What follows belongs to an exercise in optimizing a design on an open flow for small area, a short achievable clock period and few clock cycles per item; a production flow would make more cautious choices.
RTL that was checked went through simulation tests only; none was proved equivalent to the original.
Power is estimated from default activity; no workload was simulated.

==> flow/design.v <==
/*verilator lint_off DECLFILENAME*/
module exe_log2_plus_one
(
    input [31:0] in,
    output [5:0] out
);
    wire [7:0] v;
    wire [1:0] p [0:7];
    genvar g;
    generate
        for (g = 0; g < 8; g = g + 1) begin : nib
            wire [3:0] x = in[4*g+3:4*g];
            assign v[g] = |x;
            assign p[g] = x[3] ? 2'd3 : x[2] ? 2'd2 : x[1] ? 2'd1 : 2'd0;
        end
    endgenerate
    wire [2:0] k = v[7] ? 3'd7 : v[6] ? 3'd6 : v[5] ? 3'd5 : v[4] ? 3'd4 :
                   v[3] ? 3'd3 : v[2] ? 3'd2 : v[1] ? 3'd1 : 3'd0;
    assign out = (|v) ? {1'b0, k, p[k]} : 6'b111111;
endmodule
module exe_add_pfx #(parameter W = 32, parameter L = 5)
(
    input  [W-1:0] a,
    input  [W-1:0] b,
    input          ci,
    output [W-1:0] s,
    output         co
);
    wire [W-1:0] g [0:L];
    wire [W-1:0] p [0:L];
    assign g[0] = a & b;
    assign p[0] = a ^ b;
    genvar i, j;
    generate
        for (i = 0; i < L; i = i + 1) begin : lvl
            for (j = 0; j < W; j = j + 1) begin : bt
                if (j & (1 << i)) begin : blk
                    localparam integer K = ((j >> i) << i) - 1;
                    assign g[i+1][j] = g[i][j] | (p[i][j] & g[i][K]);
                    assign p[i+1][j] = p[i][j] & p[i][K];
                end else begin : pass
                    assign g[i+1][j] = g[i][j];
                    assign p[i+1][j] = p[i][j];
                end
            end
        end
    endgenerate
    wire [W:0] c;
    assign c[0] = ci;
    generate
        for (j = 1; j <= W; j = j + 1) begin : cy
            assign c[j] = g[L][j-1] | (p[L][j-1] & ci);
        end
    endgenerate
    assign s  = p[0] ^ c[W-1:0];
    assign co = c[W];
endmodule
module exe_neg_pfx #(parameter W = 32, parameter L = 5)
(
    input  [W-1:0] x,
    output [W-1:0] y
);
    wire [W-1:0] o [0:L];
    assign o[0] = x;
    genvar i, j;
    generate
        for (i = 0; i < L; i = i + 1) begin : lvl
            for (j = 0; j < W; j = j + 1) begin : bt
                if (j & (1 << i)) begin : blk
                    localparam integer K = ((j >> i) << i) - 1;
                    assign o[i+1][j] = o[i][j] | o[i][K];
                end else begin : pass
                    assign o[i+1][j] = o[i][j];
                end
            end
        end
    endgenerate
    assign y = x ^ {o[L][W-2:0], 1'b0};
endmodule
module exe_orup_pfx #(parameter W = 32, parameter L = 5)
(
    input  [W-1:0] x,
    output [W-1:0] y
);
    wire [W-1:0] r;
    wire [W-1:0] o;
    genvar j;
    generate
        for (j = 0; j < W; j = j + 1) begin : rv
            assign r[j] = x[W-1-j];
            assign y[j] = o[W-1-j];
        end
    endgenerate
    wire [W-1:0] n;
    exe_neg_pfx #(.W(W), .L(L)) p (.x(r), .y(n));
    assign o = r | (r ^ n);
endmodule
/*verilator lint_off DECLFILENAME*/
module div(
    input [0:0]         clk,
    input [0:0]         rstn,
    input flush_by_writeback,
    input [0:0]         div_en_in,
    input [0:0]         div_op,
    input [0:0]         div_sign,
    input [ 31:0 ]      div_sr0,
    input [ 31:0 ]      div_sr1,
    input [ 4:0 ]       div_addr_in,
    input [31:0]        div_pc_in,
    input [31:0]        div_inst_in,
    output reg [0:0]    div_en_out,
    output reg [0:0]    stall_by_div,
    output [ 31:0 ]     div_result,
    output [ 4:0 ]      div_addr_out,
    output [31:0]       div_pc_out,
    output [31:0]       div_inst_out
);
localparam PREP = 2'd0;
localparam ITER = 2'd1;
localparam NEG  = 2'd2;
reg [1:0]  phase;
reg [31:0] rem;       
reg [34:0] y;         
reg        cin;       
reg [31:0] quo;       
reg [5:0]  pa;        
reg [5:0]  pb;        
reg [4:0]  cnt;       
reg        sa_r;      
reg        qn;        
reg        sel;       
reg        neg;       
reg [4:0]  addr;
reg [31:0] pc;
reg [31:0] inst;
wire        sa = div_sign & div_sr0[31];
wire        sb = div_sign & div_sr1[31];
wire [5:0]  pa_w;
wire [5:0]  pb_w;
wire [31:0] xa = sa ? {~div_sr0[30:0], 1'b1} : div_sr0;
wire [31:0] xb = div_sr1 ^ {32{sb}};
wire        bz_w = div_sr1 == 0;
exe_log2_plus_one log2_1(xa, pa_w);
exe_log2_plus_one log2_2(xb, pb_w);
wire [31:0] ta;       
exe_orup_pfx #(.W(32), .L(5)) oa (.x(xa), .y(ta));
wire        skip = bz_w | (|(xb & ~ta));
wire [6:0]  d;
wire        d_co;
exe_add_pfx #(.W(7), .L(3)) dsub (.a({pa[5], pa}), .b(~{pb[5], pb}), .ci(1'b1), .s(d), .co(d_co));
wire [69:0] ysh = {y, {35{cin}}} << {d[5:1], 1'b0};
wire [34:0] y2 = {y[33:0], cin};
wire [31:0] t1, t2, t3;
wire [2:0]  h1, h2;
wire [3:0]  h3;
wire        c1, c2, c3;
exe_add_pfx #(.W(35), .L(6)) add1 (.a({3'b000, rem}), .b(y),  .ci(cin), .s({h1, t1}), .co(c1));
exe_add_pfx #(.W(35), .L(6)) add2 (.a({3'b000, rem}), .b(y2), .ci(cin), .s({h2, t2}), .co(c2));
wire [34:0] cs_s = {3'b000, rem} ^ y ^ y2;
wire [34:0] cs_c = ({3'b000, rem} & y) | ({3'b000, rem} & y2) | (y & y2);
exe_add_pfx #(.W(36), .L(6)) add3 (.a({1'b0, cs_s}), .b({cs_c, cin}), .ci(cin), .s({h3, t3}), .co(c3));
wire        ge1 = c1;
wire        ge2 = c2;
wire        ge3 = c3;
wire [31:0] rn  = ({32{ge3}} & t3) | ({32{ge2 & ~ge3}} & t2) |
                  ({32{ge1 & ~ge2}} & t1) | ({32{~ge1}} & rem);
wire [31:0] mag = sel ? rem : quo;
wire [31:0] nmag;
exe_neg_pfx #(.W(32), .L(5)) ng (.x(mag), .y(nmag));
assign div_result   = mag;
assign div_addr_out = addr;
assign div_pc_out   = pc;
assign div_inst_out = inst;
wire start = div_en_in & ~div_en_out;
wire fin   = (phase == NEG) || (phase == ITER && cnt == 0 && !neg);
always @(posedge clk) begin
    if (!rstn || flush_by_writeback) begin
        stall_by_div <= 0;
        div_en_out   <= 0;
    end else if (stall_by_div) begin
        if (fin) begin
            stall_by_div <= 0;
            div_en_out   <= 1;
        end
    end else begin
        stall_by_div <= start & ~skip;
        div_en_out   <= start & skip;
    end
end
always @(posedge clk) begin
    if (stall_by_div) begin
        case (phase)
            PREP: begin
                if (sa_r) rem <= nmag;
                quo   <= 0;
                y     <= ysh[69:35];
                cnt   <= d[5:1];
                neg   <= sel ? sa_r : qn;
                phase <= ITER;
            end
            ITER: begin
                rem <= rn;
                quo <= {quo[29:0], ge2, ge3 | (ge1 & ~ge2)};
                y   <= {2'b11, y[34:2]};
                cnt <= cnt - 1;
                if (cnt == 0) phase <= NEG;
            end
            default: begin
                rem <= nmag;
                quo <= {quo[29:0], ge2, ge3 | (ge1 & ~ge2)};
                y   <= {2'b11, y[34:2]};
                sel <= 1;
            end
        endcase
    end else begin
        phase <= PREP;
        rem   <= div_sr0;
        quo   <= skip ? 32'd0 : div_sr0;
        y     <= {3'b111, div_sr1 ^ {32{~sb}}};
        cin   <= ~sb;
        pa    <= pa_w;
        pb    <= pb_w;
        sa_r  <= sa;
        qn    <= sa ^ sb;
        sel   <= div_op;
        neg   <= 0;
        addr  <= div_addr_in;
        pc    <= div_pc_in;
        inst  <= div_inst_in;
    end
end
endmodule
make LEC_CHECK=0 CAP_MARGIN=20 CORE_MARGIN=2 CORE_UTILIZATION=40 PLACE_DENSITY=0.6 SETUP_SLACK_MARGIN=2 SLEW_MARGIN=20 finish   # period 6.0 ns
run.sh (not shown) runs the stock make flow with config.mk's settings and CLKGATE_MAP_FILE= SYNTH_SCRIPT=/design/flow/synth_recipe.tcl, a recipe that flattens the netlist after the stock synthesis.
Testbench counts at the start, summed over its fixed seeds: cycles 83,215, items 12,000.
Rerun with:
--- a/flow/design.v
+++ b/flow/design.v
@@ -122,4 +122,5 @@
 reg [31:0] rem;       
 reg [34:0] y;         
+reg [34:0] y3;        
 reg        cin;       
 reg [31:0] quo;       
@@ -150,14 +151,15 @@
 exe_add_pfx #(.W(7), .L(3)) dsub (.a({pa[5], pa}), .b(~{pb[5], pb}), .ci(1'b1), .s(d), .co(d_co));
 wire [69:0] ysh = {y, {35{cin}}} << {d[5:1], 1'b0};
+wire [34:0] y1n = ysh[69:35];
+wire [34:0] y3n;
+wire        y3_co;
+exe_add_pfx #(.W(35), .L(6)) add0 (.a(y1n), .b({y1n[33:0], cin}), .ci(cin), .s(y3n), .co(y3_co));
 wire [34:0] y2 = {y[33:0], cin};
 wire [31:0] t1, t2, t3;
-wire [2:0]  h1, h2;
-wire [3:0]  h3;
+wire [2:0]  h1, h2, h3;
 wire        c1, c2, c3;
-exe_add_pfx #(.W(35), .L(6)) add1 (.a({3'b000, rem}), .b(y),  .ci(cin), .s({h1, t1}), .co(c1));
-exe_add_pfx #(.W(35), .L(6)) add2 (.a({3'b000, rem}), .b(y2), .ci(cin), .s({h2, t2}), .co(c2));
-wire [34:0] cs_s = {3'b000, rem} ^ y ^ y2;
-wire [34:0] cs_c = ({3'b000, rem} & y) | ({3'b000, rem} & y2) | (y & y2);
-exe_add_pfx #(.W(36), .L(6)) add3 (.a({1'b0, cs_s}), .b({cs_c, cin}), .ci(cin), .s({h3, t3}), .co(c3));
+exe_add_pfx #(.W(35), .L(6)) add1 (.a({3'b000, rem}), .b(y),  .ci(cin),  .s({h1, t1}), .co(c1));
+exe_add_pfx #(.W(35), .L(6)) add2 (.a({3'b000, rem}), .b(y2), .ci(cin),  .s({h2, t2}), .co(c2));
+exe_add_pfx #(.W(35), .L(6)) add3 (.a({3'b000, rem}), .b(y3), .ci(cin), .s({h3, t3}), .co(c3));
 wire        ge1 = c1;
 wire        ge2 = c2;
@@ -194,5 +196,6 @@
                 if (sa_r) rem <= nmag;
                 quo   <= 0;
-                y     <= ysh[69:35];
+                y     <= y1n;
+                y3    <= y3n;
                 cnt   <= d[5:1];
                 neg   <= sel ? sa_r : qn;
@@ -203,4 +206,5 @@
                 quo <= {quo[29:0], ge2, ge3 | (ge1 & ~ge2)};
                 y   <= {2'b11, y[34:2]};
+                y3  <= {2'b11, y3[34:2]};
                 cnt <= cnt - 1;
                 if (cnt == 0) phase <= NEG;
@@ -210,4 +214,5 @@
                 quo <= {quo[29:0], ge2, ge3 | (ge1 & ~ge2)};
                 y   <= {2'b11, y[34:2]};
+                y3  <= {2'b11, y3[34:2]};
                 sel <= 1;
             end
@@ -218,4 +223,5 @@
         quo   <= skip ? 32'd0 : div_sr0;
         y     <= {3'b111, div_sr1 ^ {32{~sb}}};
+        y3    <= y3n;
         cin   <= ~sb;
         pa    <= pa_w;
=>
- clock skew grows by 0.0047 ns
- cell area grows by about a fifth
- hold slack is worse by 0.013 ns
- global-route usage goes up by 0.88 points
- synthesized area climbs by roughly a tenth
- worst setup slack gets worse by 1.0 ns
- total power came out higher by well over a third
- count of clock-buffer cells in the layout came out higher by 17
- non-clock buffer count is higher by 51
- sequential share of layout area came out lower by 0.46 points
- fmax drops by about a fifth
Only the layout flow was run in the second run of this note; the RTL was not checked for function there.
